This is an optimization exercise on Yosys and OpenROAD, whose aim is small area, not a production implementation. In this exercise RTL edits were held to simulation tests only and were not proved equivalent to the original. In runs 2 to 5 the design's own scripts or RTL, not TritonCTS, make the clock network. No driver is modelled on the clock port, so clock power and skew are understated where the tree is cut down; a real chip needs a root buffer or a tree. Power is estimated from default activity; no workload was simulated.

`flow/config.mk`:
```
export PLATFORM = sky130hd
export DESIGN_NAME = top
export DESIGN_NICKNAME = top
export VERILOG_FILES = /design/flow/design.v
export SDC_FILE = /design/flow/constraint.sdc
export NUM_CORES = 4
export LEC_CHECK = 0
export ABC_AREA = 1
export CAP_MARGIN = 20
export CORE_MARGIN = 2
export CORE_UTILIZATION = 40
export SLEW_MARGIN = 20
```
`flow/constraint.sdc`:
```
create_clock -name core_clock -period 37.0 [get_ports {clk}]
set_input_delay 7.4000 -clock core_clock [delete_from_list [all_inputs] [get_ports {clk}]]
set_output_delay 7.4000 -clock core_clock [all_outputs]
set_load 0.01 [all_outputs]
```
`flow/design.v`:
```
module edge_det (
  input  wire clk,
  input  wire btn_in,    
  input  wire armed,
  output wire press
);
  reg s0, s1, s2, s3;
  always @(posedge clk) begin
    s0 <= btn_in;
    s1 <= s0;
    s2 <= s1;
    s3 <= s2;
  end
  assign press = armed & ~s2 & s3;
endmodule
module uart_rx (
  input  wire clk,
  input  wire rst,
  input  wire din,
  input  wire tick,
  output wire up,
  output wire down
);
  reg m, s;
  always @(posedge clk) begin
    m <= din;
    s <= m;
  end
  reg [7:0] pos;
  reg ok, b0;
  wire we = pos[7] & pos[6] & ~pos[0];
  wire [3:0] ph = pos[7:4];
  wire idle = pos[7] & pos[6];
  wire dec  = tick & ~pos[3] & pos[2] & pos[1] & pos[0];
  wire ph0  = ~|ph;
  wire stp  = pos[7] & pos[4];
  wire leave = dec & ((ph0 & s) | stp);
  always @(posedge clk) begin
    if (rst) pos <= 8'hff;
    else if (leave) pos <= {7'h7f, ~(stp & s & ok)};
    else if ((tick & (~idle | ~s)) | we) pos <= pos + 8'd1;
  end
  always @(posedge clk) begin
    if (dec) begin
      case (ph)
        4'd1: begin b0 <= s; ok <= 1'b1; end
        4'd2: ok <= ok & ~s;
        4'd3: ok <= ok & s;
        4'd4: ok <= ok & ~s;
        4'd5: ok <= ok & (s == b0);
        4'd7: ok <= ok & s;
        4'd8: ok <= ok & ~s;
        default: ;
      endcase
    end
  end
  assign up   = we & b0;
  assign down = we & ~b0;
endmodule
module uart_keypad (input wire clk, input wire rst, output wire tick, output wire armed);
  reg [3:0] hi; reg [6:0] lo;
  reg [10:0] pc;
  assign tick  = &hi;
  assign armed = (pc[10:9]==2'b11) && (pc[7:0]==8'b00001001);
  wire [7:0] lo45 = {1'b0, lo} + 8'd45;
  always @(posedge clk) begin
    if (rst) begin hi <= 4'd0; lo <= 7'd45; end
    else if (tick) begin hi <= {2'b00, lo45[7], ~lo45[7]}; lo <= lo45[6:0]; end
    else hi <= hi + 4'd1;
  end
  always @(posedge clk) begin
    if (rst) pc <= 11'd0;
    else if (!armed && hi == 4'd14 && lo == 7'd0) pc <= {pc[9:0], ~(pc[10] ^ pc[8])};
  end
endmodule
module uart_tx (
  input  wire       clk,
  input  wire       rst,
  input  wire       go,
  input  wire [7:0] chr,
  output wire       re,
  output wire       rd,
  output wire       dout
);
  reg [3:0] s;
  reg [7:0] baud;    
  wire tx_on = ~s[3] | ~s[2] | (s[1] & s[0]);
  wire full  = (baud == 8'd168);
  wire w     = s[3] & s[2] & ~s[1] & ~s[0];
  assign re  = s[3] & s[2] & ~s[1] & s[0];
  assign rd  = s[3] & s[2] & s[1] & ~s[0];
  wire stop  = s[3] & ~s[2];
  always @(posedge clk) begin
    if (rst) s <= 4'd12;
    else if (tx_on & full & stop) s <= 4'd12;
    else if ((tx_on & full) | (w & go) | re | rd) s <= s + 4'd1;
  end
  always @(posedge clk) begin
    if (tx_on & ~full) baud <= {baud[6:0], ~(baud[7] ^ baud[5] ^ baud[4] ^ baud[3])};
    else baud <= 8'd0;
  end
  assign dout = s[3] ? ~(&s) : chr[s[2:0]];
endmodule
module top (
    input wire clk,
    input wire rst,
    input wire rx,
    input wire btn1,
    input wire btn2,
    output wire tx,
    output wire [5:0] led
);
  wire tick, armed;
  uart_keypad u_tb (.clk(clk), .rst(rst), .tick(tick), .armed(armed));
  wire p1, p2;
  edge_det u_ed1 (.clk(clk), .btn_in(btn1), .armed(armed), .press(p1));
  edge_det u_ed2 (.clk(clk), .btn_in(btn2), .armed(armed), .press(p2));
  wire k_up, k_down;
  uart_rx u_rx (.clk(clk), .rst(rst), .din(rx), .tick(tick), .up(k_up), .down(k_down));
  wire b1 = p1 | k_up;
  wire b2 = p2 | k_down;
  wire press_any = b1 | b2;
  reg  [5:0] cnt;
  wire [5:0] cnt_nx = b1 ? cnt + 6'd1 : b2 ? cnt - 6'd1 : cnt;
  reg       busy, de, sn, pending, adv;
  reg [3:0] cur;
  reg [5:0] lat;
  wire re, rd;
  reg [3:0] nxt1;
  always @(*) begin
    case (cur)
      4'd0: nxt1 = 4'd1;
      4'd1: nxt1 = 4'd5;
      4'd5: nxt1 = 4'd13;
      4'd13: nxt1 = 4'd15;
      4'd15: nxt1 = 4'd11;
      4'd11: nxt1 = 4'd3;
      4'd3: nxt1 = 4'd2;
      4'd2: nxt1 = 4'd10;
      4'd10: nxt1 = 4'd0;
      default: nxt1 = 4'd0;
    endcase
  end
  wire [3:0] nxt = adv ? nxt1 : cur;
  wire last = adv ? (cur == 4'd2) : (cur == 4'd10);
  wire adv_set = press_any ? ~busy : (busy & ~re & de & (~last | pending));
  always @(posedge clk) begin
    if (rst) begin
      busy <= 1'b0;
    end else if (press_any) begin
      if (!busy) begin
        busy    <= 1'b1;
        pending <= 1'b0;
        lat     <= cnt_nx;
        de      <= 1'b0;
        sn      <= 1'b0;
      end else pending <= 1'b1;
    end else if (busy) begin
      if (re) de <= 1'b1;
      else if (de) begin
        de <= 1'b0;
        if (last) begin
          if (pending) begin
            pending <= 1'b0;
            lat     <= cnt_nx;   
            sn      <= 1'b1;
          end else busy <= 1'b0;
        end else sn <= 1'b1;
      end else if (sn) sn <= 1'b0;
    end
  end
  always @(posedge clk) cnt <= rst ? 6'd0 : cnt_nx;
  always @(posedge clk) adv <= adv_set | (adv & ~rd);
  always @(posedge clk) begin
    if (press_any & ~busy) cur <= 4'd10;
    else if (rd) cur <= nxt;
  end
  wire [2:0] tens  = lat / 6'd10;
  wire [3:0] units = lat % 6'd10;
  reg  [7:0] chr;
  always @(*) begin
    case (cur)
      4'd0: chr = 8'h43;   
      4'd1: chr = 8'h4E;   
      4'd5: chr = 8'h54;   
      4'd13: chr = 8'h3A;   
      4'd15: chr = 8'h20;   
      4'd11: chr = {5'b00110, tens};
      4'd3: chr = {4'b0011, units};
      4'd2: chr = 8'h0D;   
      4'd10: chr = 8'h0A;   
      default: chr = 8'h00;
    endcase
  end
  uart_tx u_tx (.clk(clk), .rst(rst), .go(busy & ~sn), .chr(chr), .re(re), .rd(rd), .dout(tx));
  assign led = ~cnt;
endmodule
```
`flow/flow/run.sh`:
```
#!/bin/bash
# Standard ORFS layout with three changes: an area-oriented ABC mapping
# script for synthesis (registers are untouched), a one-level clock tree
# (flow/cts_hook.tcl), and the smallest buffer on the ports.
set -euo pipefail
W=$(pwd)
rm -rf "$W/myscripts"
cp -r "$FLOW_HOME/scripts" "$W/myscripts"
cp "$W/flow/abc_area.script" "$W/myscripts/abc_area.script"
bash standard.sh SCRIPTS_DIR="$W/myscripts" synth > "$W/synth.log" 2>&1
export PRE_CTS_TCL="$W/flow/cts_hook.tcl"
export CLK_NBUF=1
export CLK_BUFCELL=sky130_fd_sc_hd__clkbuf_16
export BUFFER_PORTS_ARGS="-buffer_cell sky130_fd_sc_hd__buf_1"
bash standard.sh > "$W/layout.log" 2>&1
```
`flow/flow/abc_area.script`:
```
strash
dc2
dch -f
amap
strash
dch -f
amap
topo
```
`flow/flow/cts_hook.tcl`:
```
# Sourced before clock tree synthesis (PRE_CTS_TCL). Replaces TritonCTS's
# H-tree, which for a design this small puts nine large buffers on the
# clock, with a one-level tree: CLK_NBUF buffers of type CLK_BUFCELL, each
# driving the flip-flops of one slice of the die, fed from the clock port.
rename clock_tree_synthesis __tritoncts
proc clock_tree_synthesis { args } {
  set nbuf $::env(CLK_NBUF)
  set cell $::env(CLK_BUFCELL)
  set db [ord::get_db]
  set block [ord::get_db_block]
  set master [$db findMaster $cell]
  set clk_name [get_name [get_ports -of_objects [get_clocks]]]
  set clknet [$block findNet $clk_name]
  set sinks {}
  foreach it [$clknet getITerms] {
    set loc [[$it getInst] getLocation]
    lappend sinks [list [lindex $loc 0] [lindex $loc 1] $it]
  }
  set sinks [lsort -integer -index 0 $sinks]
  set n [llength $sinks]
  puts "custom clock tree: $n sinks, $nbuf x $cell"
  for { set b 0 } { $b < $nbuf } { incr b } {
    set lo [expr { ($n * $b) / $nbuf }]
    set hi [expr { ($n * ($b + 1)) / $nbuf - 1 }]
    set group [lrange $sinks $lo $hi]
    set sx 0
    set sy 0
    foreach s $group {
      set sx [expr { $sx + [lindex $s 0] }]
      set sy [expr { $sy + [lindex $s 1] }]
    }
    set k [llength $group]
    set inst [odb::dbInst_create $block $master "clkbuf_custom_$b"]
    $inst setLocation [expr { $sx / $k }] [expr { $sy / $k }]
    $inst setPlacementStatus PLACED
    set net [odb::dbNet_create $block "clknet_custom_$b"]
    $net setSigType CLOCK
    [$inst findITerm A] connect $clknet
    [$inst findITerm X] connect $net
    foreach s $group {
      set it [lindex $s 2]
      $it disconnect
      $it connect $net
    }
  }
  set_propagated_clock [all_clocks]
}
```
`flow/standard.sh`:
```
#!/bin/bash
# synth_recipe.tcl (not shown) runs the flow's synth.tcl, then flattens the netlist and writes it again
# the make line also repeats each setting of config.mk as NAME=value (left out here)
make -C /OpenROAD-flow-scripts/flow DESIGN_CONFIG=/design/flow/config.mk WORK_HOME=/design/flow/orfs CLKGATE_MAP_FILE= SYNTH_SCRIPT=/design/flow/synth_recipe.tcl "${@:-finish}"
```
==> impl_summary.txt, run 1 <==
----------------------------------------------------
[Status]
  Status ... aborted with a tool error
  Step where the flow halted ... clock tree synthesis
  Err ... [ERROR STA-2204] get_property  is not an object.

[Synthesis]
  Netlist area before placement ... 3320 um2
  Top-area cell type share of the netlist area ... 0.386
  Mapped Avg Cell Area ... 8.17 um2
  Sequential fraction of the synthesis area ... 0.486
  Ys flop type ... sky130_fd_sc_hd__dfxtp_1
  Flops & latches, synth ... 75
  Top cell types by occurrence after synthesis ... sky130_fd_sc_hd__nor2_1 (79), sky130_fd_sc_hd__clkinv_1 (65), sky130_fd_sc_hd__dfxtp_1 (64)
  Post-synthesis async set-or-reset flop share ... 0
  Net count of the mapped netlist ... 421
  Most instantiated library cell after synthesis ... sky130_fd_sc_hd__nor2_1
  Largest cells by area after synthesis ... sky130_fd_sc_hd__dfxtp_1 (39%), sky130_fd_sc_hd__edfxtp_1 (10%), sky130_fd_sc_hd__nor2_1 (8.9%), sky130_fd_sc_hd__clkinv_1 (7.4%), sky130_fd_sc_hd__ha_1 (3.8%)
  Number of enable-type register cells in the synthesized netlist ... 11
  Cell taking the most area after synthesis ... sky130_fd_sc_hd__dfxtp_1
  Netlist cell types ... 30
  Synthesis Warnings ... 5
  Synthesized instance count ... 406

[Floorplan]
  Ports placed on the boundary ... 12
  Number of placement rows ... 33
  Die height ... 95.1 um
  Initial core utilization ... 0.408
  Die outline width ... 95.1 um

[Place]
  Count of input and output buffers ... 11
  Half-perimeter wire length after detailed placement ... 4.60 mm
  Placed instance area ... 3510 um2
  Gpl congestion ... 0.826

----------------------------------------------------
-- power groups by stage --
stage | logic, mW | clock network (mW) | registers, mW
after global placement | 0.0107 | 0 | 0.0888
after detailed placement | 0.0108 | 0 | 0.0888
after floorplan | 0.00817 | 0 | 0.0881
-- through the flow --
stage	hold WS, ps	worst slack [ps]	instances
2_1_floorplan	310	26780	406
3_3_place_gp	311	26380	524
3_5_place_dp	314	26230	524
-- worst max path at each step --
stage | startpoint | to | slack (ps)
after floorplan | lat[3]$_DFFE_PP_ | tx | 26780
after global placement | lat[5]$_DFFE_PP_ | tx | 26380
after detailed placement | lat[3]$_DFFE_PP_ | tx | 26230
-- logic make-up after synthesis --
group	synth area share
compound gates	0.198
fa+ha+maj	0.0377
buf+inv	0.0735
flops	0.486
simple gates	0.205
==> inputs of run 2 (changes only) <==
--- a/flow/flow/run.sh
+++ b/flow/flow/run.sh
@@ -10,6 +10,6 @@
 bash standard.sh SCRIPTS_DIR="$W/myscripts" synth > "$W/synth.log" 2>&1
 export PRE_CTS_TCL="$W/flow/cts_hook.tcl"
-export CLK_NBUF=1
-export CLK_BUFCELL=sky130_fd_sc_hd__clkbuf_16
+export CLK_NBUF=4
+export CLK_BUFCELL=sky130_fd_sc_hd__clkbuf_8
 export BUFFER_PORTS_ARGS="-buffer_cell sky130_fd_sc_hd__buf_1"
 bash standard.sh > "$W/layout.log" 2>&1
==> flow/flow/cts_hook.tcl (replaced) <==
# Sourced before clock tree synthesis (PRE_CTS_TCL). Replaces TritonCTS's
# H-tree, which for a design this small puts nine large buffers on the
# clock, with a one-level tree: CLK_NBUF buffers of type CLK_BUFCELL, each
# driving the flip-flops of one slice of the die, fed from the clock port.
rename clock_tree_synthesis __tritoncts
proc clock_tree_synthesis { args } {
  set nbuf $::env(CLK_NBUF)
  set cell $::env(CLK_BUFCELL)
  set db [ord::get_db]
  set block [ord::get_db_block]
  set master [$db findMaster $cell]
  set clk_name [get_full_name [lindex [get_property [lindex [all_clocks] 0] sources] 0]]
  set clknet [$block findNet $clk_name]
  set sinks {}
  foreach it [$clknet getITerms] {
    set loc [[$it getInst] getLocation]
    lappend sinks [list [lindex $loc 0] [lindex $loc 1] $it]
  }
  set n [llength $sinks]
  puts "custom clock tree: $n sinks, $nbuf x $cell"
  # k-means on the sink locations, seeded from slices along x
  set sinks [lsort -integer -index 0 $sinks]
  set cx {}
  set cy {}
  for { set b 0 } { $b < $nbuf } { incr b } {
    set s [lindex $sinks [expr { ($n * (2 * $b + 1)) / (2 * $nbuf) }]]
    lappend cx [lindex $s 0]
    lappend cy [lindex $s 1]
  }
  for { set iter 0 } { $iter < 20 } { incr iter } {
    set assign {}
    foreach s $sinks {
      set best 0
      set bd -1
      for { set b 0 } { $b < $nbuf } { incr b } {
        set dx [expr { [lindex $s 0] - [lindex $cx $b] }]
        set dy [expr { [lindex $s 1] - [lindex $cy $b] }]
        set d [expr { abs($dx) + abs($dy) }]
        if { $bd < 0 || $d < $bd } {
          set bd $d
          set best $b
        }
      }
      lappend assign $best
    }
    set ncx {}
    set ncy {}
    for { set b 0 } { $b < $nbuf } { incr b } {
      set sx 0
      set sy 0
      set k 0
      foreach s $sinks a $assign {
        if { $a == $b } {
          set sx [expr { $sx + [lindex $s 0] }]
          set sy [expr { $sy + [lindex $s 1] }]
          incr k
        }
      }
      if { $k > 0 } {
        lappend ncx [expr { $sx / $k }]
        lappend ncy [expr { $sy / $k }]
      } else {
        lappend ncx [lindex $cx $b]
        lappend ncy [lindex $cy $b]
      }
    }
    set cx $ncx
    set cy $ncy
  }
  for { set b 0 } { $b < $nbuf } { incr b } {
    set inst [odb::dbInst_create $block $master "clkbuf_custom_$b"]
    $inst setLocation [lindex $cx $b] [lindex $cy $b]
    $inst setPlacementStatus PLACED
    set net [odb::dbNet_create $block "clknet_custom_$b"]
    $net setSigType CLOCK
    [$inst findITerm A] connect $clknet
    [$inst findITerm X] connect $net
    foreach s $sinks a $assign {
      if { $a == $b } {
        set it [lindex $s 2]
        $it disconnect
        $it connect $net
      }
    }
  }
  set_propagated_clock [all_clocks]
}
--- a/flow/config.mk
+++ b/flow/config.mk
@@ -10,3 +10,4 @@
 export CORE_MARGIN = 2
 export CORE_UTILIZATION = 40
+export GPL_TIMING_DRIVEN = 0
 export SLEW_MARGIN = 20
==> run 2 against run 1 <==
  * Synthesized area stayed put
  * Synthesized cell count stayed put
  * The run now finishes clean
==> impl_summary.txt, run 2 <==
----------------------------------------------------
[Status]
  Status ... finished clean (was aborted with a tool error)

[Synthesis]
  Mapped Avg Cell Area ... 8.17 um2 (unchanged)
  Synthesis Warnings ... 5 (unchanged)
  Dominant combinational cell family by area after synthesis ... simple AND/OR/NAND/NOR gates (unchanged)
  Simple-Gate Fraction of Synth Area ... 0.205 (unchanged)
  Mux share of post-synthesis cell area ... 0 (unchanged)
  Post-synthesis async set-or-reset flop share ... 0 (unchanged)
  Netlist cell types ... 30 (unchanged)
  Number of enable-type register cells in the synthesized netlist ... 11 (unchanged)
  Top-area cell type share of the netlist area ... 0.386 (unchanged)
  Post-Synth Adder-Cell Area ... 0.0377 (unchanged)
  Cell taking the most area after synthesis ... sky130_fd_sc_hd__dfxtp_1 (unchanged)
  Ys flop type ... sky130_fd_sc_hd__dfxtp_1 (unchanged)
  Synthesized instance count ... 406 (unchanged)
  Net count of the mapped netlist ... 421 (unchanged)
  Sequential fraction of the synthesis area ... 0.486 (unchanged)
  Top cell types by occurrence after synthesis ... sky130_fd_sc_hd__nor2_1 (79), sky130_fd_sc_hd__clkinv_1 (65), sky130_fd_sc_hd__dfxtp_1 (64) (unchanged)
  Netlist area before placement ... 3320 um2 (unchanged)
  Largest cells by area after synthesis ... sky130_fd_sc_hd__dfxtp_1 (39%), sky130_fd_sc_hd__edfxtp_1 (10%), sky130_fd_sc_hd__nor2_1 (8.9%), sky130_fd_sc_hd__clkinv_1 (7.4%), sky130_fd_sc_hd__ha_1 (3.8%) (unchanged)
  Xor-xnor portion of the synthesized cell area ... 0 (unchanged)
  Compound-cell area share of the yosys netlist ... 0.198 (unchanged)
  Most instantiated library cell after synthesis ... sky130_fd_sc_hd__nor2_1 (unchanged)
  Flops & latches, synth ... 75 (unchanged)

[Power and ir drop]
  Power per cell area ... 35.7 nW/um2
  Leakage ... 1.23 nW
  Maximum VDD drop ... 0.0000279 V

[GRT]
  Wire length of the first global-routing pass ... 10.5 mm
  Total routing usage reported by global routing ... 0.136
  Antenna violations before repair ... 0
  Maximum number of pins on one net before global-route repair ... 28
  Global route total overflow ... 0
  Number of global-route vias before repair ... 2478

[Floorplan]
  Die height ... 95.1 um (unchanged)
  Ports placed on the boundary ... 12 (unchanged)
  Initial core utilization ... 0.408 (unchanged)
  Die outline width ... 95.1 um (unchanged)
  Full die area ... 9040 um2
  CORE AREA ... 8130 um2
  Number of placement rows ... 33 (unchanged)

[Route]
  Number of DRC violations after detailed routing ... 0
  Routed wire length ... 6.01 mm
  Drt initial violations ... 77
  Total via count after detailed routing ... 2725
  Wirelength per Cell ... 11.4 um
  Antenna Nets Post-Route ... 0
  Number of iterations in the first detailed-routing pass ... 4
  Via/cell ratio ... 5.17

[Final layout]
  Leading cell type in the layout, fill and taps excluded ... sky130_fd_sc_hd__nor2_1
  Final std cells w/o fill ... 527
  Net total in the final layout ... 439
  Largest regs ... u_tb.pc: 11 flops, u_rx.pos: 8 flops, u_tx.baud: 8 flops
  Commonest non-fill, non-tap cells in the layout ... sky130_fd_sc_hd__nor2_1 (79), sky130_fd_sc_hd__clkinv_1 (65), sky130_fd_sc_hd__dfxtp_1 (64), sky130_fd_sc_hd__nand2_1 (26), sky130_fd_sc_hd__o21ai_0 (23)
  Layout cells sized above 1 ... 0.0166
  Cell area after layout ... 3560 um2
  Antenna Diode Count ... 0
  Top register by number of flip-flops ... u_tb.pc
  Max reg flops ... 11
  Area grow syn2layout ... 7.24%

[Worst hold path]
  Worst min-delay path category ... flop to flop
  Launch point of the worst hold path ... u_rx.m$_DFF_P_

[Place]
  Post-placement setup slack ... 26180 ps (was 26230 ps)
  Half-perimeter wire length after detailed placement ... 4.52 mm (was 4.60 mm)
  Count of input and output buffers ... 11 (unchanged)
  # placed instances ... 523 (was 524)
  Placed instance area ... 3500 um2 (was 3510 um2)
  Gpl congestion ... 0.830 (was 0.826)

[Timing]
  Unrepaired setup endpoints after global routing ... no
  Final cycle utilization of the critical path ... 0.299
  Final count of negative-setup-slack endpoints ... 0
  Worst hold slack across all endpoints ... 340 ps
  Time the worst path needs with I/O delays and setup ... 11050 ps
  Slew headroom ... 0.452
  Achievable frequency ... 90.5 MHz
  Hold violation total from the final report ... 0
  Max-slew violation count ... 0
  Worst Setup Slack, final ... 25950 ps
  Slew at the pin with the worst max-slew slack ... 814 ps
  Final worst clock skew ... 26.4 ps
  Total negative slack ... 0 ps

[Flow run]
  Number of maximum-capacitance constraint violations ... 0

[Worst setup path]
  CP Cell Sequence ... clkinv_1, nor2_1, o22ai_1, nor2b_1, o21ai_0, clkinv_1, a21oi_1, clkinv_1, o21ai_0, o221ai_1, clkinv_1, a221oi_1, a2111oi_0, a21oi_1, nor2_1, a211oi_1, o32a_1, buf_1
  Stage delay of the slowest cell on the critical path ... 440 ps
  Most used cell along the critical path ... sky130_fd_sc_hd__clkinv_1
  RR Startpoint ... u_tb.pc[5]$_SDFFE_PP0P_
  Cell with the biggest individual delay on the critical path ... sky130_fd_sc_hd__a2111oi_0
  CP Data Required Time ... 29600 ps
  Type of origin of the critical path ... flop
  Data arrival, critical path ... 3650 ps
  Element type at the critical path end ... output port
  Type of the worst setup path ... flop to output port
  Worst setup path startpoint ... lat[5]$_DFFE_PP_
  Highest fanout seen on the critical path ... 4

[Clock tree]
  Skew-Pair Late Insertion Delay ... 180 ps
  Clock-pin slew on the worst setup and hold paths ... 100 ps
  Quantity of gates resized following cts ... 0
  Number of buffers inserted for hold repair after clock tree synthesis ... 0
  Post-CTS setup repair buffer count ... 0

----------------------------------------------------
==> run 2: cell counts after synthesis <==
No cell type changed its count.
==> run 2: final timing paths <==
| kind | depth (start not counted) | end | slack [ps] |
|---|---|---|---|
| max | 18 | tx | 25950 |
| min | 0 | u_rx.s$_DFF_P_ | 340 |
| max reg2reg | 10 | lat[0]$_DFFE_PP_ | 33420 |
| min reg2reg | 0 | u_rx.s$_DFF_P_ | 340 |
==> run 2: stage by stage <==
| stage | power (mW) | utilization |
|---|---|---|
| finish | 0.127 | 0.437 |
| global placement | 0.0994 | 0.429 |
| detailed placement | 0.0996 | 0.431 |
| CTS | 0.129 | 0.437 |
| floorplan | 0.0963 | - |
| global route | 0.133 | 0.437 |
==> run 2: cell families after synthesis <==
kind of cell / after synthesis
and+or+nand+nor: 155
AOI/OAI and AO/OA: 101
DFF: 75
buffers and inverters: 65
adders and majority gates: 10
==> run 2: area by class of cell <==
cell class / count / area (um2)
multi-input cells: 266 / 1470
fillers: 799 / 4580
inverters: 65 / 244
repair buffers: 12 / 47.5
plain buffers: 4 / 55.1
flip-flops and latches: 75 / 1610
well taps: 105 / 131
==> run 2: critical path: cells and delay by family, from the launching register on <==
| kind | cells | cell delay [ps] |
|---|---|---|
| buffers and inverters | 5 | 580 |
| AO/OA/AOI/OAI | 10 | 2040 |
| AND/OR/NAND/NOR | 3 | 490 |
| flip-flops | 1 | 380 |
==> run 2: layer usage <==
metal | GRT usage | routed length [um]
met1 | 0.183 | 3080
met2 | 0.246 | 2740
met3 | 0.0111 | 168
met4 | 0.0109 | 25
met5 | 0 | 0
==> run 2: power breakdown <==
group | leakage, nW | internal (mW) | total [mW] | switching (mW)
Clock | 0.0288 | 0.0101 | 0.0293 | 0.0192
Combinational | 0.565 | 0.00378 | 0.0107 | 0.00696
Sequential | 0.632 | 0.0846 | 0.0870 | 0.00243
==> inputs of run 3 (changes only) <==
--- a/flow/config.mk
+++ b/flow/config.mk
@@ -10,4 +10,3 @@
 export CORE_MARGIN = 2
 export CORE_UTILIZATION = 40
-export GPL_TIMING_DRIVEN = 0
 export SLEW_MARGIN = 20
==> run 3 against run 2 <==
  * Core utilization hardly changed
  * Worst hold slack worse by 3.6 ps
  * Largest power group unchanged
  * Sequential share of layout area hardly changed
  * Critical path depth stayed put
  * Routed wire length is 2.3% higher
  * Setup slack better by 54 ps
  * Critical path type unchanged
==> impl_summary.txt, run 3 <==
----------------------------------------------------
[Final layout]
  Area grow syn2layout ... 7.32% (was 7.24%)
  Top register by number of flip-flops ... u_tb.pc (unchanged)
  Final std cells w/o fill ... 528 (was 527)
  Max reg flops ... 11 (unchanged)
  Net total in the final layout ... 440 (was 439)
  Antenna Diode Count ... 0 (unchanged)
  Largest regs ... u_tb.pc: 11 flops, u_rx.pos: 8 flops, u_tx.baud: 8 flops (unchanged)
  Total of fill cells in the finished design ... 807 (was 799)
  Layout cells sized above 1 ... 0.0142 (was 0.0166)
  Commonest non-fill, non-tap cells in the layout ... sky130_fd_sc_hd__nor2_1 (79), sky130_fd_sc_hd__clkinv_1 (65), sky130_fd_sc_hd__dfxtp_1 (64), sky130_fd_sc_hd__nand2_1 (26), sky130_fd_sc_hd__o21ai_0 (23) (unchanged)
  Leading cell type in the layout, fill and taps excluded ... sky130_fd_sc_hd__nor2_1 (unchanged)
  Area of the multi-input gates ... 1460 um2 (was 1470 um2)
  Footprint of the flip-flops and latches ... 1610 um2 (unchanged)

[Place]
  # placed instances ... 524 (was 523)
  Half-perimeter wire length after detailed placement ... 4.60 mm (was 4.52 mm)
  Count of input and output buffers ... 11 (unchanged)
  Gpl congestion ... 0.826 (was 0.830)

[Clock tree]
  Post-CTS setup repair buffer count ... 0 (unchanged)
  Number of buffers inserted for hold repair after clock tree synthesis ... 0 (unchanged)
  Skew-Pair Late Insertion Delay ... 170 ps (was 180 ps)
  Quantity of gates resized following cts ... 0 (unchanged)
  Clock-pin slew on the worst setup and hold paths ... 110 ps (was 100 ps)

[Synthesis]
  Netlist cell types ... 30 (unchanged)
  Top-area cell type share of the netlist area ... 0.386 (unchanged)
  Sequential fraction of the synthesis area ... 0.486 (unchanged)
  Netlist area before placement ... 3320 um2 (unchanged)
  Net count of the mapped netlist ... 421 (unchanged)
  Most instantiated library cell after synthesis ... sky130_fd_sc_hd__nor2_1 (unchanged)
  Flops & latches, synth ... 75 (unchanged)
  Synthesis Warnings ... 5 (unchanged)
  Number of enable-type register cells in the synthesized netlist ... 11 (unchanged)
  Ys flop type ... sky130_fd_sc_hd__dfxtp_1 (unchanged)
  Post-synthesis async set-or-reset flop share ... 0 (unchanged)
  Largest cells by area after synthesis ... sky130_fd_sc_hd__dfxtp_1 (39%), sky130_fd_sc_hd__edfxtp_1 (10%), sky130_fd_sc_hd__nor2_1 (8.9%), sky130_fd_sc_hd__clkinv_1 (7.4%), sky130_fd_sc_hd__ha_1 (3.8%) (unchanged)
  Synthesized instance count ... 406 (unchanged)
  Mapped Avg Cell Area ... 8.17 um2 (unchanged)
  Top cell types by occurrence after synthesis ... sky130_fd_sc_hd__nor2_1 (79), sky130_fd_sc_hd__clkinv_1 (65), sky130_fd_sc_hd__dfxtp_1 (64) (unchanged)
  Cell taking the most area after synthesis ... sky130_fd_sc_hd__dfxtp_1 (unchanged)

[Timing]
  Slew headroom ... 0.465 (was 0.452)
  Achievable frequency ... 91.0 MHz (was 90.5 MHz)
  Max-slew violation count ... 0 (unchanged)
  Slew at the pin with the worst max-slew slack ... 794 ps (was 814 ps)
  Final count of negative-setup-slack endpoints ... 0 (unchanged)
  Worst hold slack across all endpoints ... 336 ps (was 340 ps)
  Hold violation total from the final report ... 0 (unchanged)
  Time the worst path needs with I/O delays and setup ... 10990 ps (was 11050 ps)
  Total negative slack ... 0 ps (unchanged)
  Unrepaired setup endpoints after global routing ... no (unchanged)
  Final worst clock skew ... 12.9 ps (was 26.4 ps)
  Final cycle utilization of the critical path ... 0.297 (was 0.299)

[Worst setup path]
  Destination of the worst register-to-register timing path ... lat[1]$_DFFE_PP_ (was lat[0]$_DFFE_PP_)
  Stage delay of the slowest cell on the critical path ... 400 ps (was 440 ps)
  Type of the worst setup path ... flop to output port (unchanged)
  Worst setup path startpoint ... lat[3]$_DFFE_PP_ (was lat[5]$_DFFE_PP_)
  RR Startpoint ... u_tb.pc[5]$_SDFFE_PP0P_ (unchanged)
  Worst reg-to-reg setup slack ... 33590 ps (was 33420 ps)
  Type of origin of the critical path ... flop (unchanged)
  CP Cell Sequence ... nor2_1, nor2_1, o22ai_1, nor2b_1, o21ai_0, clkinv_1, a21oi_1, clkinv_1, o21ai_0, o221ai_1, clkinv_1, a221oi_1, a2111oi_0, a21oi_1, nor2_1, a211oi_1, o32a_1, buf_1 (was clkinv_1, nor2_1, o22ai_1, nor2b_1, o21ai_0, clkinv_1, a21oi_1, clkinv_1, o21ai_0, o221ai_1, clkinv_1, a221oi_1, a2111oi_0, a21oi_1, nor2_1, a211oi_1, o32a_1, buf_1)
  Highest fanout seen on the critical path ... 4 (unchanged)
  CP Data Required Time ... 29600 ps (about the same)
  Element type at the critical path end ... output port (unchanged)
  CP endpoint ... tx (unchanged)
  Cell with the biggest individual delay on the critical path ... sky130_fd_sc_hd__edfxtp_1 (was sky130_fd_sc_hd__a2111oi_0)
  Reg2Reg Depth ... 10 (unchanged)
  Data arrival, critical path ... 3590 ps (was 3650 ps)

[Power and ir drop]
  Power per cell area ... 35.9 nW/um2 (was 35.7 nW/um2)
  Leakage ... 1.23 nW (about the same)
  Power consumption ... 0.128 mW (was 0.127 mW)
  Maximum VDD drop ... 0.0000303 V (was 0.0000279 V)

[Route]
  Via/cell ratio ... 5.24 (was 5.17)
  Total via count after detailed routing ... 2767 (was 2725)
  Wirelength per Cell ... 11.7 um (was 11.4 um)
  Number of DRC violations after detailed routing ... 0 (unchanged)
  Routed wire length ... 6.15 mm (was 6.01 mm)
  Number of iterations in the first detailed-routing pass ... 6 (was 4)
  Antenna Nets Post-Route ... 0 (unchanged)
  Drt initial violations ... 114 (was 77)

[Worst hold path]
  Worst min-delay path category ... flop to flop (unchanged)
  Launch point of the worst hold path ... u_ed2.s0$_DFF_P_ (was u_rx.m$_DFF_P_)

[Status]
  Status ... finished clean (unchanged)

[Floorplan]
  CORE AREA ... 8130 um2 (unchanged)
  Full die area ... 9040 um2 (unchanged)
  Ports placed on the boundary ... 12 (unchanged)
  Initial core utilization ... 0.408 (unchanged)
  Die height ... 95.1 um (unchanged)
  Number of placement rows ... 33 (unchanged)
  Die outline width ... 95.1 um (unchanged)

[GRT]
  Total routing usage reported by global routing ... 0.143 (was 0.136)
  Wire length of the first global-routing pass ... 11.0 mm (was 10.5 mm)
  Global route total overflow ... 0 (unchanged)
  Maximum number of pins on one net before global-route repair ... 28 (unchanged)
  Antenna violations before repair ... 0 (unchanged)
  Number of global-route vias before repair ... 2608 (was 2478)

[Flow run]
  Number of maximum-capacitance constraint violations ... 0 (unchanged)

----------------------------------------------------
-- run 3: cell types whose count changed in the layout (fill, tap and decap cells not counted) --
cell | previous run | this run
sky130_fd_sc_hd__buf_2 | 2 | 0
sky130_fd_sc_hd__nor4_2 | 1 | 0
sky130_fd_sc_hd__buf_4 | 0 | 2
sky130_fd_sc_hd__buf_1 | 10 | 11
sky130_fd_sc_hd__nor4_1 | 5 | 6
-- run 3: area by class of cell --
type	instances	area share
multi-input combinational	266	0.411
sequential	75	0.453
tap	105	0.0369
inverter	65	0.0685
buffer	4	0.0155
timing repair buffer	13	0.0158
-- run 3: cell families (layout without fill, tap and decap cells) --
logic type | Yosys count | in the layout | synth area share
AOI/OAI and AO/OA | 101 | 101 | 0.198
adders and majority gates | 10 | 10 | 0.0377
buffers and inverters | 65 | 82 | 0.0735
DFF | 75 | 75 | 0.486
and+or+nand+nor | 155 | 155 | 0.205
-- run 3: per-layer routing --
| metal | vias up | GRT usage | wire (um) |
|---|---|---|---|
| met5 | - | 0 | 0 |
| met4 | 0 | 0.0145 | 59 |
| met3 | 6 | 0.0119 | 178 |
| met2 | 28 | 0.265 | 2860 |
| met1 | 1275 | 0.187 | 3050 |
| li1 | 1458 | - | - |
-- run 3: how the worst min path moves through the flow --
stage                       endpoint  slack [ps]  cells past startpoint
global route        u_ed2.s1$_DFF_P_         350                      0
CTS                 u_ed2.s1$_DFF_P_         340                      0
floorplan           u_ed1.s1$_DFF_P_         310                      0
global placement    u_ed1.s2$_DFF_P_         310                      0
finish              u_ed2.s1$_DFF_P_         340                      0
detailed placement  u_ed2.s1$_DFF_P_         310                      0
-- run 3: critical path, delay by kind of cell (launching register included) --
kind,cells,cell delay (ps)
flops,1,400
simple gates,4,560
buf+inv,4,470
compound gates,10,1980
-- run 3: report_power, final --
part | internal (mW) | switching [mW] | leakage [nW]
combinational | 0.00388 | 0.00717 | 0.566
sequential | 0.0846 | 0.00241 | 0.632
clock | 0.0101 | 0.0197 | 0.0288
total | 0.0986 | 0.0293 | 1.23
-- run 3: through the flow --
| step | utilization | worst slack, ps | cell area, um2 |
|---|---|---|---|
| global placement | 0.431 | 26380 | 3510 |
| floorplan | - | 26780 | 3320 |
| CTS | 0.438 | 26010 | 3560 |
| finish | 0.438 | 26010 | 3560 |
| detailed placement | 0.431 | 26230 | 3510 |
| global route | 0.438 | 25610 | 3560 |
==> inputs of run 4 (changes only) <==
--- a/flow/design.v
+++ b/flow/design.v
@@ -144,29 +144,16 @@
   wire [3:0] nxt = adv ? nxt1 : cur;
   wire last = adv ? (cur == 4'd2) : (cur == 4'd10);
-  wire adv_set = press_any ? ~busy : (busy & ~re & de & (~last | pending));
+  wire start   = press_any & ~busy;
+  wire de_proc = ~press_any & busy & ~re & de;
+  wire sn_proc = ~press_any & busy & ~re & ~de & sn;
+  wire restart = de_proc & last & pending;
+  wire finish  = de_proc & last & ~pending;
+  wire adv_set = start | (de_proc & (~last | pending));
   always @(posedge clk) begin
-    if (rst) begin
-      busy <= 1'b0;
-    end else if (press_any) begin
-      if (!busy) begin
-        busy    <= 1'b1;
-        pending <= 1'b0;
-        lat     <= cnt_nx;
-        de      <= 1'b0;
-        sn      <= 1'b0;
-      end else pending <= 1'b1;
-    end else if (busy) begin
-      if (re) de <= 1'b1;
-      else if (de) begin
-        de <= 1'b0;
-        if (last) begin
-          if (pending) begin
-            pending <= 1'b0;
-            lat     <= cnt_nx;   
-            sn      <= 1'b1;
-          end else busy <= 1'b0;
-        end else sn <= 1'b1;
-      end else if (sn) sn <= 1'b0;
-    end
+    busy    <= ~rst & (start | (busy & ~finish));
+    pending <= ~start & ~restart & (pending | (press_any & busy));
+    de      <= ~start & ((~press_any & busy & re) | (de & ~de_proc));
+    sn      <= ~start & ((de_proc & ~finish) | (sn & ~de_proc & ~sn_proc));
+    if (start | restart) lat <= cnt_nx;
   end
   always @(posedge clk) cnt <= rst ? 6'd0 : cnt_nx;
--- a/flow/flow/run.sh
+++ b/flow/flow/run.sh
@@ -12,4 +12,6 @@
 export CLK_NBUF=4
 export CLK_BUFCELL=sky130_fd_sc_hd__clkbuf_8
+export CLK_BUFCELL_BIG=sky130_fd_sc_hd__clkbuf_16
+export CLK_SLEW_UP=0.125
 export BUFFER_PORTS_ARGS="-buffer_cell sky130_fd_sc_hd__buf_1"
 bash standard.sh > "$W/layout.log" 2>&1
--- a/flow/flow/cts_hook.tcl
+++ b/flow/flow/cts_hook.tcl
@@ -85,3 +85,15 @@
   }
   set_propagated_clock [all_clocks]
+  # A buffer whose output slew comes out high at this placement is swapped
+  # for the next larger one.
+  estimate_parasitics -placement
+  set big [$db findMaster $::env(CLK_BUFCELL_BIG)]
+  for { set b 0 } { $b < $nbuf } { incr b } {
+    set s [get_property [get_pins clkbuf_custom_$b/X] slew_max]
+    puts "clkbuf_custom_$b output slew $s"
+    if { $s > $::env(CLK_SLEW_UP) } {
+      [$block findInst clkbuf_custom_$b] swapMaster $big
+      puts "  swapped to $::env(CLK_BUFCELL_BIG)"
+    }
+  }
 }
==> run 4 against run 3 <==
  * Still clean on timing, DRC and antenna
  * First-iteration DRC count up 11%
  * Critical path depth up 1
  * Synthesized cell count up 2.5%
  * Cell count up 1.9%
  * Combinational power up 110%
  * Via count up 1.4%
  * Largest cell class unchanged
==> impl_summary.txt, run 4 <==
----------------------------------------------------
[Status]
  Status ... finished clean (unchanged)

[GRT]
  Maximum number of pins on one net before global-route repair ... 29 (was 28)
  Number of global-route vias before repair ... 2493 (was 2608)
  Wire length of the first global-routing pass ... 10.7 mm (was 11.0 mm)
  Global route total overflow ... 0 (unchanged)
  Total routing usage reported by global routing ... 0.138 (was 0.143)
  Antenna violations before repair ... 0 (unchanged)

[Synthesis]
  Netlist cell types ... 36 (was 30)
  Largest cells by area after synthesis ... sky130_fd_sc_hd__dfxtp_1 (40%), sky130_fd_sc_hd__nor2_1 (9.5%), sky130_fd_sc_hd__edfxtp_1 (7.2%), sky130_fd_sc_hd__clkinv_1 (6.8%), sky130_fd_sc_hd__o21ai_0 (3.9%) (was sky130_fd_sc_hd__dfxtp_1 (39%), sky130_fd_sc_hd__edfxtp_1 (10%), sky130_fd_sc_hd__nor2_1 (8.9%), sky130_fd_sc_hd__clkinv_1 (7.4%), sky130_fd_sc_hd__ha_1 (3.8%))
  Ys flop type ... sky130_fd_sc_hd__dfxtp_1 (unchanged)
  Flops & latches, synth ... 75 (unchanged)
  Most instantiated library cell after synthesis ... sky130_fd_sc_hd__nor2_1 (unchanged)
  Top cell types by occurrence after synthesis ... sky130_fd_sc_hd__nor2_1 (84), sky130_fd_sc_hd__dfxtp_1 (67), sky130_fd_sc_hd__clkinv_1 (60) (was sky130_fd_sc_hd__nor2_1 (79), sky130_fd_sc_hd__clkinv_1 (65), sky130_fd_sc_hd__dfxtp_1 (64))
  Synthesized instance count ... 416 (was 406)
  Cell taking the most area after synthesis ... sky130_fd_sc_hd__dfxtp_1 (unchanged)
  Synthesis Warnings ... 5 (unchanged)
  Sequential fraction of the synthesis area ... 0.476 (was 0.486)
  Netlist area before placement ... 3320 um2 (about the same)
  Post-synthesis async set-or-reset flop share ... 0 (unchanged)
  Top-area cell type share of the netlist area ... 0.404 (was 0.386)
  Net count of the mapped netlist ... 431 (was 421)
  Mapped Avg Cell Area ... 7.99 um2 (was 8.17 um2)
  Number of enable-type register cells in the synthesized netlist ... 8 (was 11)

[Worst setup path]
  Destination of the worst register-to-register timing path ... lat[5]$_DFFE_PN_ (was lat[1]$_DFFE_PP_)
  Worst reg-to-reg setup slack ... 33600 ps (was 33590 ps)
  CP Data Required Time ... 29600 ps (about the same)
  Type of origin of the critical path ... flop (unchanged)
  Reg2Reg Depth ... 8 (was 10)
  CP endpoint ... tx (unchanged)
  Worst setup path startpoint ... lat[4]$_DFFE_PN_ (was lat[3]$_DFFE_PP_)
  Element type at the critical path end ... output port (unchanged)
  Type of the worst setup path ... flop to output port (unchanged)
  Highest fanout seen on the critical path ... 4 (unchanged)
  RR Startpoint ... u_tb.pc[5]$_SDFFE_PP0P_ (unchanged)
  Data arrival, critical path ... 3590 ps (about the same)

[Floorplan]
  Die height ... 95.2 um (was 95.1 um)
  Die outline width ... 95.2 um (was 95.1 um)
  Full die area ... 9050 um2 (was 9040 um2)
  CORE AREA ... 8130 um2 (unchanged)
  Initial core utilization ... 0.409 (was 0.408)
  Number of placement rows ... 33 (unchanged)
  Ports placed on the boundary ... 12 (unchanged)

[Final layout]
  Top register by number of flip-flops ... u_tb.pc (unchanged)
  Total of fill cells in the finished design ... 834 (was 807)
  Final Util ... 0.440 (was 0.438)
  Net total in the final layout ... 450 (was 440)
  Layout cells sized above 1 ... 0.0139 (was 0.0142)
  Antenna Diode Count ... 0 (unchanged)
  Largest regs ... u_tb.pc: 11 flops, u_rx.pos: 8 flops, u_tx.baud: 8 flops (unchanged)
  Max reg flops ... 11 (unchanged)
  Area grow syn2layout ... 7.64% (was 7.32%)
  Commonest non-fill, non-tap cells in the layout ... sky130_fd_sc_hd__nor2_1 (84), sky130_fd_sc_hd__dfxtp_1 (67), sky130_fd_sc_hd__clkinv_1 (60), sky130_fd_sc_hd__nand2_1 (32), sky130_fd_sc_hd__o21ai_0 (26) (was sky130_fd_sc_hd__nor2_1 (79), sky130_fd_sc_hd__clkinv_1 (65), sky130_fd_sc_hd__dfxtp_1 (64), sky130_fd_sc_hd__nand2_1 (26), sky130_fd_sc_hd__o21ai_0 (23))
  Leading cell type in the layout, fill and taps excluded ... sky130_fd_sc_hd__nor2_1 (unchanged)

[Power and ir drop]
  Sequential cell fraction of total power ... 0.621 (was 0.680)
  Clock group share of total power ... 0.219 (was 0.233)
  Maximum VDD drop ... 0.0000286 V (was 0.0000303 V)
  Leakage ... 1.27 nW (was 1.23 nW)
  Switching component of the power ... 0.0388 mW (was 0.0293 mW)
  Internal power ... 0.108 mW (was 0.0986 mW)
  Power consumption ... 0.146 mW (was 0.128 mW)
  Power per cell area ... 40.9 nW/um2 (was 35.9 nW/um2)
  Logic pwr share ... 0.160 (was 0.086)
  Net Sw Frac ... 0.265 (was 0.229)

[Clock tree]
  Quantity of gates resized following cts ... 0 (unchanged)
  Clock-pin slew on the worst setup and hold paths ... 110 ps (about the same)
  Post-CTS setup repair buffer count ... 0 (unchanged)
  Skew-Pair Late Insertion Delay ... 170 ps (about the same)
  Number of buffers inserted for hold repair after clock tree synthesis ... 0 (unchanged)

[Flow run]
  Number of maximum-capacitance constraint violations ... 0 (unchanged)

[Place]
  Count of input and output buffers ... 11 (unchanged)
  Half-perimeter wire length after detailed placement ... 4.67 mm (was 4.60 mm)
  Post-placement setup slack ... 26190 ps (was 26230 ps)
  Gpl congestion ... 0.802 (was 0.826)

[Timing]
  Final worst clock skew ... 32.6 ps (was 12.9 ps)
  Slew headroom ... 0.439 (was 0.465)
  Worst hold slack across all endpoints ... 338 ps (was 336 ps)
  Time the worst path needs with I/O delays and setup ... 10990 ps (about the same)
  Achievable frequency ... 91.0 MHz (about the same)
  Hold violation total from the final report ... 0 (unchanged)
  Worst Setup Slack, final ... 26010 ps (about the same)
  Total negative slack ... 0 ps (unchanged)
  Unrepaired setup endpoints after global routing ... no (unchanged)
  Max-slew violation count ... 0 (unchanged)
  Slew at the pin with the worst max-slew slack ... 832 ps (was 794 ps)
  Final cycle utilization of the critical path ... 0.297 (about the same)
  Final count of negative-setup-slack endpoints ... 0 (unchanged)

[Route]
  Number of iterations in the first detailed-routing pass ... 4 (was 6)
  Antenna Nets Post-Route ... 0 (unchanged)
  Routed wire length ... 6.10 mm (was 6.15 mm)
  Total via count after detailed routing ... 2805 (was 2767)
  Via/cell ratio ... 5.21 (was 5.24)
  Wirelength per Cell ... 11.3 um (was 11.7 um)
  Number of DRC violations after detailed routing ... 0 (unchanged)
  Drt initial violations ... 127 (was 114)

[Worst hold path]
  Launch point of the worst hold path ... u_ed2.s0$_DFF_P_ (unchanged)
  Worst min-delay path category ... flop to flop (unchanged)

----------------------------------------------------
-- run 4: power groups by stage --
| stage | sequential (mW) | combinational, mW | clock [mW] |
|---|---|---|---|
| after floorplan | 0.0914 | 0.0186 | 0 |
| after CTS | 0.0908 | 0.0234 | 0.0336 |
| after global placement | 0.0925 | 0.0234 | 0 |
| after detailed placement | 0.0927 | 0.0233 | 0 |
| final | 0.0909 | 0.0234 | 0.0321 |
| after global routing | 0.0917 | 0.0272 | 0.0358 |
-- run 4: through the flow --
step	instances	cell area [um2]
finish	538	3580
global route	538	3580
CTS	538	3580
detailed placement	534	3510
global placement	534	3510
floorplan	416	3320
-- run 4: how the worst min path moves through the flow --
stage | end | slack, ps | cells past startpoint
6_report | u_ed2.s1$_DFF_P_ | 340 | 0
2_1_floorplan | u_ed1.s1$_DFF_P_ | 310 | 0
5_1_grt | u_rx.s$_DFF_P_ | 350 | 0
3_3_place_gp | u_rx.s$_DFF_P_ | 310 | 0
3_5_place_dp | u_ed1.s2$_DFF_P_ | 310 | 0
4_1_cts | u_ed1.s2$_DFF_P_ | 340 | 0
-- run 4: area by class of cell --
class / count / area, um2 / share of cell area
plain buffers: 4 / 66.3 / 0.0185
flip-flops and latches: 75 / 1580 / 0.442
repair buffers: 13 / 56.3 / 0.0157
well taps: 105 / 131 / 0.0367
inverters: 60 / 225 / 0.0630
multi-input cells: 281 / 1520 / 0.424
-- run 4: critical path, cell delays in order, from the launching register on --
cell                        delay (ps)
sky130_fd_sc_hd__edfxtp_1          440
sky130_fd_sc_hd__o21ai_0           370
sky130_fd_sc_hd__o22ai_1           160
sky130_fd_sc_hd__nor2_1            190
sky130_fd_sc_hd__o21a_1            200
sky130_fd_sc_hd__nor2_1             60
sky130_fd_sc_hd__a21oi_1           190
sky130_fd_sc_hd__clkinv_1          100
sky130_fd_sc_hd__o21ai_0           140
sky130_fd_sc_hd__o221ai_1          200
sky130_fd_sc_hd__clkinv_1          130
sky130_fd_sc_hd__o22ai_1            80
sky130_fd_sc_hd__a2111oi_0         410
sky130_fd_sc_hd__a31oi_1            70
sky130_fd_sc_hd__nor2_1            100
sky130_fd_sc_hd__o32a_1            160
sky130_fd_sc_hd__nor2_1             50
sky130_fd_sc_hd__nor3_1            180
sky130_fd_sc_hd__a31oi_1            70
sky130_fd_sc_hd__buf_1             150
-- run 4: cell families after synthesis --
logic type	synth area share
AND/OR/NAND/NOR	0.223
buffers and inverters	0.0678
adder cells (fa/ha/maj)	0.0377
flip-flops	0.476
AO/OA/AOI/OAI	0.196
-- run 4: routing by layer --
| layer | global-route usage | up-vias | part of all wire |
|---|---|---|---|
| li1 | - | 1476 | - |
| met1 | 0.180 | 1288 | 0.47 |
| met2 | 0.257 | 35 | 0.49 |
| met3 | 0.0103 | 6 | 0.029 |
| met4 | 0.00966 | 0 | 0.010 |
| met5 | 0 | - | 0 |
==> inputs of run 5 (changes only) <==
--- a/flow/design.v
+++ b/flow/design.v
@@ -41,17 +41,13 @@
     else if ((tick & (~idle | ~s)) | we) pos <= pos + 8'd1;
   end
+  wire p1 = ~ph[3] & ~ph[2] & ~ph[1] & ph[0];
+  wire bad = (~ph[3] & ~ph[2] & ph[1] & (s ^ ph[0]))           
+           | (~ph[3] & ph[2] & ~ph[1] & ~ph[0] & s)            
+           | (~ph[3] & ph[2] & ~ph[1] & ph[0] & (s ^ b0))      
+           | (ph[2] & ph[1] & ph[0] & ~s)                      
+           | (ph[3] & ~ph[0] & s);                             
   always @(posedge clk) begin
-    if (dec) begin
-      case (ph)
-        4'd1: begin b0 <= s; ok <= 1'b1; end
-        4'd2: ok <= ok & ~s;
-        4'd3: ok <= ok & s;
-        4'd4: ok <= ok & ~s;
-        4'd5: ok <= ok & (s == b0);
-        4'd7: ok <= ok & s;
-        4'd8: ok <= ok & ~s;
-        default: ;
-      endcase
-    end
+    ok <= (dec & p1) | (ok & ~(dec & bad));
+    if (dec & p1) b0 <= s;
   end
   assign up   = we & b0;
@@ -127,21 +123,15 @@
   reg [5:0] lat;
   wire re, rd;
-  reg [3:0] nxt1;
-  always @(*) begin
-    case (cur)
-      4'd0: nxt1 = 4'd1;
-      4'd1: nxt1 = 4'd5;
-      4'd5: nxt1 = 4'd13;
-      4'd13: nxt1 = 4'd15;
-      4'd15: nxt1 = 4'd11;
-      4'd11: nxt1 = 4'd3;
-      4'd3: nxt1 = 4'd2;
-      4'd2: nxt1 = 4'd10;
-      4'd10: nxt1 = 4'd0;
-      default: nxt1 = 4'd0;
-    endcase
-  end
+  wire [3:0] nxt1;
+  assign nxt1[0] = (cur[1] & cur[0]) | (cur[3] & cur[2]);
+  assign nxt1[1] = (cur[2]) | (cur[1] & ~cur[0]);
+  assign nxt1[2] = (~cur[1] & ~cur[0]) | (cur[3] & ~cur[0]);
+  assign nxt1[3] = (cur[0]) | (~cur[2] & cur[1]) | (cur[3] & cur[1]);
+  wire is_tens = (cur[2] & cur[0]);
+  wire is_units = (~cur[2] & cur[1] & cur[0]);
+  wire is_last_a = (~cur[1] & cur[0]);
+  wire is_last_n = (cur[3] & ~cur[1] & ~cur[0]);
   wire [3:0] nxt = adv ? nxt1 : cur;
-  wire last = adv ? (cur == 4'd2) : (cur == 4'd10);
+  wire last = adv ? is_last_a : is_last_n;
   wire start   = press_any & ~busy;
   wire de_proc = ~press_any & busy & ~re & de;
@@ -160,24 +150,18 @@
   always @(posedge clk) adv <= adv_set | (adv & ~rd);
   always @(posedge clk) begin
-    if (press_any & ~busy) cur <= 4'd10;
+    if (press_any & ~busy) cur <= 4'd8;
     else if (rd) cur <= nxt;
   end
   wire [2:0] tens  = lat / 6'd10;
   wire [3:0] units = lat % 6'd10;
-  reg  [7:0] chr;
-  always @(*) begin
-    case (cur)
-      4'd0: chr = 8'h43;   
-      4'd1: chr = 8'h4E;   
-      4'd5: chr = 8'h54;   
-      4'd13: chr = 8'h3A;   
-      4'd15: chr = 8'h20;   
-      4'd11: chr = {5'b00110, tens};
-      4'd3: chr = {4'b0011, units};
-      4'd2: chr = 8'h0D;   
-      4'd10: chr = 8'h0A;   
-      default: chr = 8'h00;
-    endcase
-  end
+  wire [7:0] chr;
+  assign chr[0] = (cur[2] & ~cur[1]) | (~cur[1] & cur[0]) | (is_tens & tens[0]) | (is_units & units[0]);
+  assign chr[1] = (~cur[3] & cur[2]) | (cur[3] & ~cur[2] & ~cur[0]) | (is_tens & tens[1]) | (is_units & units[1]);
+  assign chr[2] = (~cur[1] & cur[0]) | (~cur[3] & cur[1]) | (is_tens & tens[2]) | (is_units & units[2]);
+  assign chr[3] = (~cur[1] & cur[0]) | (~cur[3] & cur[2] & cur[1]) | (cur[3] & ~cur[2] & ~cur[0]) | (is_units & units[3]);
+  assign chr[4] = (~cur[2] & cur[1]) | (cur[2] & cur[0]);
+  assign chr[5] = (cur[3] & cur[1]);
+  assign chr[6] = (~cur[3]);
+  assign chr[7] = 1'b0;
   uart_tx u_tx (.clk(clk), .rst(rst), .go(busy & ~sn), .chr(chr), .re(re), .rd(rd), .dout(tx));
   assign led = ~cnt;
==> flow/flow/run.sh (replaced) <==
#!/bin/bash
# Standard ORFS layout with three changes:
#  - synthesis maps the logic with an area-oriented ABC script instead of
#    ORFS's abc_area.script: each flow/*.script is tried and the one giving
#    the smallest netlist is used (the registers are the same for all);
#  - a one-level clock tree built by flow/cts_hook.tcl instead of TritonCTS;
#  - the smallest buffer on the ports.
set -euo pipefail
W=$(pwd)
best=""
best_area=""
for s in "$W"/flow/*.script; do
  n=$(basename "$s" .script)
  rm -rf "$W/scripts_$n" "$W/trial_$n"
  cp -r "$FLOW_HOME/scripts" "$W/scripts_$n"
  cp "$s" "$W/scripts_$n/abc_area.script"
  if bash standard.sh WORK_HOME="$W/trial_$n" SCRIPTS_DIR="$W/scripts_$n" synth > "$W/trial_$n.log" 2>&1; then
    a=$(awk '/Chip area for module/ {print $NF}' "$W"/trial_$n/reports/*/top/base/synth_stat.txt)
    echo "$n $a" >> "$W/trials.txt"
    if [[ -z "$best_area" ]] || awk -v a="$a" -v b="$best_area" 'BEGIN { exit !(a < b) }'; then
      best=$n
      best_area=$a
    fi
  fi
  rm -rf "$W/trial_$n"
done
echo "using $best $best_area" >> "$W/trials.txt"
bash standard.sh SCRIPTS_DIR="$W/scripts_$best" synth > "$W/synth.log" 2>&1
export PRE_CTS_TCL="$W/flow/cts_hook.tcl"
export CLK_NBUF=4
export CLK_BUFCELL=sky130_fd_sc_hd__clkbuf_8
export CLK_BUFCELL_BIG=sky130_fd_sc_hd__clkbuf_16
export CLK_SLEW_UP=0.125
export BUFFER_PORTS_ARGS="-buffer_cell sky130_fd_sc_hd__buf_1"
bash standard.sh > "$W/layout.log" 2>&1
==> flow/flow/amap.script (new file) <==
strash
dc2
dch -f
amap
topo
==> flow/flow/b2.script (new file) <==
strash
dc2
dch -f
amap
strash
dch -f
amap
topo
==> flow/flow/b6.script (new file) <==
strash
dc2
dch -f
amap -F 4 -A 4
topo
==> flow/flow/c2.script (new file) <==
strash
dc2
dch -f
amap
strash
dch -f
amap
strash
dch -f
amap
topo
==> flow/flow/c4.script (new file) <==
strash
&get -n
&dc2
&dch -f
&put
amap
strash
&get -n
&dch -f
&put
amap
topo
==> flow/flow/d6.script (new file) <==
strash
dc2
dch -f
amap
strash
dch -f
amap
strash
fraig
dch -f
amap
topo
--- a/flow/config.mk
+++ b/flow/config.mk
@@ -10,3 +10,4 @@
 export CORE_MARGIN = 2
 export CORE_UTILIZATION = 40
+export PLACE_DENSITY = 0.8
 export SLEW_MARGIN = 20
removed: flow/flow/abc_area.script
==> run 5 against run 4 <==
  * Largest power group unchanged
  * Critical endpoint unchanged
  * Worst hold slack got worse by 0.55 ps
  * Flip-flop and latch count unchanged
  * Still clean on timing, DRC and antenna
  * Register-to-register slack lost 50 ps
  * Clock power is 11% lower
  * Critical path depth is 2 lower
  * Routed wire length is 3.6% lower
==> impl_summary.txt, run 5 <==
----------------------------------------------------
[Status]
  Status ... finished clean (unchanged)

[Route]
  Antenna Nets Post-Route ... 0 (unchanged)
  Wirelength per Cell ... 11.2 um (was 11.3 um)
  Total via count after detailed routing ... 2747 (was 2805)
  Number of DRC violations after detailed routing ... 0 (unchanged)
  Drt initial violations ... 73 (was 127)
  Via/cell ratio ... 5.25 (was 5.21)
  Routed wire length ... 5.88 mm (was 6.10 mm)
  Number of iterations in the first detailed-routing pass ... 4 (unchanged)

[Final layout]
  Total of fill cells in the finished design ... 787 (was 834)
  Net total in the final layout ... 436 (was 450)
  Max reg flops ... 11 (unchanged)
  Top register by number of flip-flops ... u_tb.pc (unchanged)
  Commonest non-fill, non-tap cells in the layout ... sky130_fd_sc_hd__nor2_1 (94), sky130_fd_sc_hd__dfxtp_1 (68), sky130_fd_sc_hd__clkinv_1 (56), sky130_fd_sc_hd__a21oi_1 (27), sky130_fd_sc_hd__o21ai_0 (27) (was sky130_fd_sc_hd__nor2_1 (84), sky130_fd_sc_hd__dfxtp_1 (67), sky130_fd_sc_hd__clkinv_1 (60), sky130_fd_sc_hd__nand2_1 (32), sky130_fd_sc_hd__o21ai_0 (26))
  Layout cells sized above 1 ... 0.0119 (was 0.0139)
  Leading cell type in the layout, fill and taps excluded ... sky130_fd_sc_hd__nor2_1 (unchanged)
  Antenna Diode Count ... 0 (unchanged)
  Area grow syn2layout ... 7.18% (was 7.64%)
  Cell area after layout ... 3460 um2 (was 3580 um2)
  Final std cells w/o fill ... 523 (was 538)
  Largest regs ... u_tb.pc: 11 flops, u_rx.pos: 8 flops, u_tx.baud: 8 flops (unchanged)

[Floorplan]
  Initial core utilization ... 0.415 (was 0.409)
  Ports placed on the boundary ... 12 (unchanged)
  Full die area ... 8790 um2 (was 9050 um2)
  Number of placement rows ... 32 (was 33)
  Die outline width ... 93.8 um (was 95.2 um)
  CORE AREA ... 7770 um2 (was 8130 um2)
  Die height ... 93.8 um (was 95.2 um)

[Worst setup path]
  Family of cells with the greatest summed delay on the critical path ... compound AO/OA/AOI/OAI gates (unchanged)
  Highest fanout seen on the critical path ... 5 (was 4)
  Stage delay of the slowest cell on the critical path ... 440 ps (about the same)
  Buffers plus inverters on the worst setup path ... 1 (was 3)
  Element type at the critical path end ... output port (unchanged)
  Type of origin of the critical path ... flop (unchanged)
  Most used cell along the critical path ... sky130_fd_sc_hd__nor2_1 (unchanged)
  Type of the worst setup path ... flop to output port (unchanged)
  Worst reg-to-reg setup slack ... 33550 ps (was 33600 ps)
  Data arrival, critical path ... 3290 ps (was 3590 ps)
  Cell with the biggest individual delay on the critical path ... sky130_fd_sc_hd__edfxtp_1 (unchanged)
  CP Cell Sequence ... o21ai_0, o21ai_0, nor2_1, nor2_1, o21ai_0, nor2_1, nor2b_1, nor2_1, nor2_1, nor2_1, a21oi_1, a31oi_1, a31oi_1, nor2_1, o221a_1, a21oi_1, buf_1 (was o21ai_0, o22ai_1, nor2_1, o21a_1, nor2_1, a21oi_1, clkinv_1, o21ai_0, o221ai_1, clkinv_1, o22ai_1, a2111oi_0, a31oi_1, nor2_1, o32a_1, nor2_1, nor3_1, a31oi_1, buf_1)
  CP Data Required Time ... 29600 ps (about the same)

[Timing]
  Slew at the pin with the worst max-slew slack ... 866 ps (was 832 ps)
  Slew headroom ... 0.416 (was 0.439)
  Time the worst path needs with I/O delays and setup ... 10690 ps (was 10990 ps)
  Hold violation total from the final report ... 0 (unchanged)
  Total negative slack ... 0 ps (unchanged)
  Max-slew violation count ... 0 (unchanged)
  Achievable frequency ... 93.5 MHz (was 91.0 MHz)
  Final count of negative-setup-slack endpoints ... 0 (unchanged)
  Worst hold slack across all endpoints ... 338 ps (about the same)
  Final cycle utilization of the critical path ... 0.289 (was 0.297)
  Unrepaired setup endpoints after global routing ... no (unchanged)
  Final worst clock skew ... 22.4 ps (was 32.6 ps)

[Power and ir drop]
  Leakage ... 1.21 nW (was 1.27 nW)
  Logic pwr share ... 0.183 (was 0.160)
  Maximum VDD drop ... 0.0000265 V (was 0.0000286 V)
  Switching component of the power ... 0.0413 mW (was 0.0388 mW)
  Internal power ... 0.107 mW (was 0.108 mW)
  Net Sw Frac ... 0.279 (was 0.265)
  Clock group share of total power ... 0.193 (was 0.219)
  Power per cell area ... 42.9 nW/um2 (was 40.9 nW/um2)
  Power consumption ... 0.148 mW (was 0.146 mW)
  Sequential cell fraction of total power ... 0.625 (was 0.621)

[Synthesis]
  Cell taking the most area after synthesis ... sky130_fd_sc_hd__dfxtp_1 (unchanged)
  Top-area cell type share of the netlist area ... 0.422 (was 0.404)
  Most instantiated library cell after synthesis ... sky130_fd_sc_hd__nor2_1 (unchanged)
  Largest cells by area after synthesis ... sky130_fd_sc_hd__dfxtp_1 (42%), sky130_fd_sc_hd__nor2_1 (11%), sky130_fd_sc_hd__clkinv_1 (6.5%), sky130_fd_sc_hd__edfxtp_1 (6.5%), sky130_fd_sc_hd__a21oi_1 (4.2%) (was sky130_fd_sc_hd__dfxtp_1 (40%), sky130_fd_sc_hd__nor2_1 (9.5%), sky130_fd_sc_hd__edfxtp_1 (7.2%), sky130_fd_sc_hd__clkinv_1 (6.8%), sky130_fd_sc_hd__o21ai_0 (3.9%))
  Post-synthesis async set-or-reset flop share ... 0 (unchanged)
  Mapped Avg Cell Area ... 7.96 um2 (was 7.99 um2)
  Net count of the mapped netlist ... 418 (was 431)
  Netlist cell types ... 33 (was 36)
  Ys flop type ... sky130_fd_sc_hd__dfxtp_1 (unchanged)
  Flops & latches, synth ... 75 (unchanged)
  Sequential fraction of the synthesis area ... 0.487 (was 0.476)
  Synthesized instance count ... 405 (was 416)
  Top cell types by occurrence after synthesis ... sky130_fd_sc_hd__nor2_1 (94), sky130_fd_sc_hd__dfxtp_1 (68), sky130_fd_sc_hd__clkinv_1 (56) (was sky130_fd_sc_hd__nor2_1 (84), sky130_fd_sc_hd__dfxtp_1 (67), sky130_fd_sc_hd__clkinv_1 (60))
  Netlist area before placement ... 3220 um2 (was 3320 um2)
  Synthesis Warnings ... 5 (unchanged)
  Number of enable-type register cells in the synthesized netlist ... 7 (was 8)

[Place]
  Half-perimeter wire length after detailed placement ... 4.49 mm (was 4.67 mm)
  # placed instances ... 519 (was 534)
  Gpl congestion ... 0.856 (was 0.802)
  Placed instance area ... 3400 um2 (was 3510 um2)
  Count of input and output buffers ... 11 (unchanged)

[Clock tree]
  Post-CTS setup repair buffer count ... 0 (unchanged)
  Number of buffers inserted for hold repair after clock tree synthesis ... 0 (unchanged)
  Clock-pin slew on the worst setup and hold paths ... 110 ps (about the same)
  Quantity of gates resized following cts ... 0 (unchanged)
  Skew-Pair Late Insertion Delay ... 170 ps (about the same)

[GRT]
  Wire length of the first global-routing pass ... 9.96 mm (was 10.7 mm)
  Number of global-route vias before repair ... 2425 (was 2493)
  Total routing usage reported by global routing ... 0.131 (was 0.138)
  Global route total overflow ... 0 (unchanged)
  Maximum number of pins on one net before global-route repair ... 29 (unchanged)
  Antenna violations before repair ... 0 (unchanged)

[Worst hold path]
  Worst min-delay path category ... flop to flop (unchanged)

[Flow run]
  Number of maximum-capacitance constraint violations ... 0 (unchanged)

----------------------------------------------------
[run 5: power groups by stage]
stage / Sequential (mW) / Clock [mW] / Combinational (mW)
global placement: 0.0941 / 0 / 0.0263
detailed placement: 0.0942 / 0 / 0.0268
floorplan: 0.0926 / 0 / 0.0219
finish: 0.0925 / 0.0286 / 0.0270
CTS: 0.0924 / 0.0298 / 0.0269
global route: 0.0934 / 0.0322 / 0.0315
[run 5: routing by layer]
metal / share of wire / vias to the layer above / GRT usage
met5: 0 / - / 0
met4: 0.017 / 0 / 0.0181
met3: 0.015 / 7 / 0.00642
met2: 0.48 / 22 / 0.249
met1: 0.49 / 1280 / 0.165
li1: - / 1438 / -
[run 5: path summary, 6_finish.rpt]
check                     startpoint                to  depth (start not counted)
min reg2reg           u_rx.m$_DFF_P_    u_rx.s$_DFF_P_                          0
max reg2reg  u_tb.pc[5]$_SDFFE_PP0P_  lat[2]$_DFFE_PN_                         14
min                   u_rx.m$_DFF_P_    u_rx.s$_DFF_P_                          0
max                 lat[3]$_DFFE_PN_                tx                         17
[run 5: per-stage QoR]
stage / setup slack [ps] / util
floorplan: 26990 / -
global placement: 26740 / 0.438
detailed placement: 26530 / 0.438
CTS: 26310 / 0.445
global route: 26020 / 0.445
finish: 26310 / 0.445
[run 5: logic make-up (layout without fill, tap and decap cells)]
group | count (synthesis) | after routing | synth area share
fa+ha+maj | 8 | 8 | 0.0310
buf+inv | 56 | 72 | 0.0652
compound gates | 102 | 102 | 0.198
flops | 75 | 75 | 0.487
simple gates | 164 | 164 | 0.218
[run 5: layout make-up]
class                           count  area [um2]  area share
Multi-Input combinational cell    274        1440       0.417
Sequential cell                    75        1570       0.455
Timing Repair Buffer               12        48.8      0.0141
Tap cell                          102         128      0.0369
Buffer                              4        55.1      0.0159
Inverter                           56         210      0.0608
[run 5: worst reg2reg max path, stage by stage (launching register included)]
cell and delay (ps):
sky130_fd_sc_hd__dfxtp_1 370, sky130_fd_sc_hd__or4_1 130, sky130_fd_sc_hd__nor4_1 70, sky130_fd_sc_hd__nand2_1 70
sky130_fd_sc_hd__nor2_1 40, sky130_fd_sc_hd__a21oi_1 430, sky130_fd_sc_hd__clkinv_1 190, sky130_fd_sc_hd__nor2_1 310
sky130_fd_sc_hd__clkinv_1 150, sky130_fd_sc_hd__nor2_1 170, sky130_fd_sc_hd__o31ai_1 120, sky130_fd_sc_hd__clkinv_1 80
sky130_fd_sc_hd__nand2_1 60, sky130_fd_sc_hd__or2_0 220, sky130_fd_sc_hd__o21ai_0 690

==> port drivers added, routing unchanged <==
How much do the figures lean on ideal ports? The routed layouts below were timed once more, with nothing changed but the port constraints. Step 1: set_driving_cell puts a clkbuf_16 on clk and a buf_2 on each other input, an assumption about the parent block. Step 2, shift: input delay + t, output delay - t, t = (earliest + latest rising clock arrival at the registers) / 2. This alone moves slack from input paths to output paths. Slacks: ideal / step 1 / step 2; pairs: ideal / step 1.
run	shift t [ns]	setup WS [ns]	worst register clock-pin slew, ns	pins driven straight from the clock port
run 2	0.223	25.954 / 25.895 / 26.119	0.12 / 0.12	4
run 3	0.225	26.008 / 25.946 / 26.171	0.12 / 0.12	4
run 4	0.220	26.015 / 25.951 / 26.170	0.12 / 0.12	4
run 5	0.223	26.305 / 26.241 / 26.463	0.11 / 0.11	4
After both steps setup and hold are still met in every run listed.
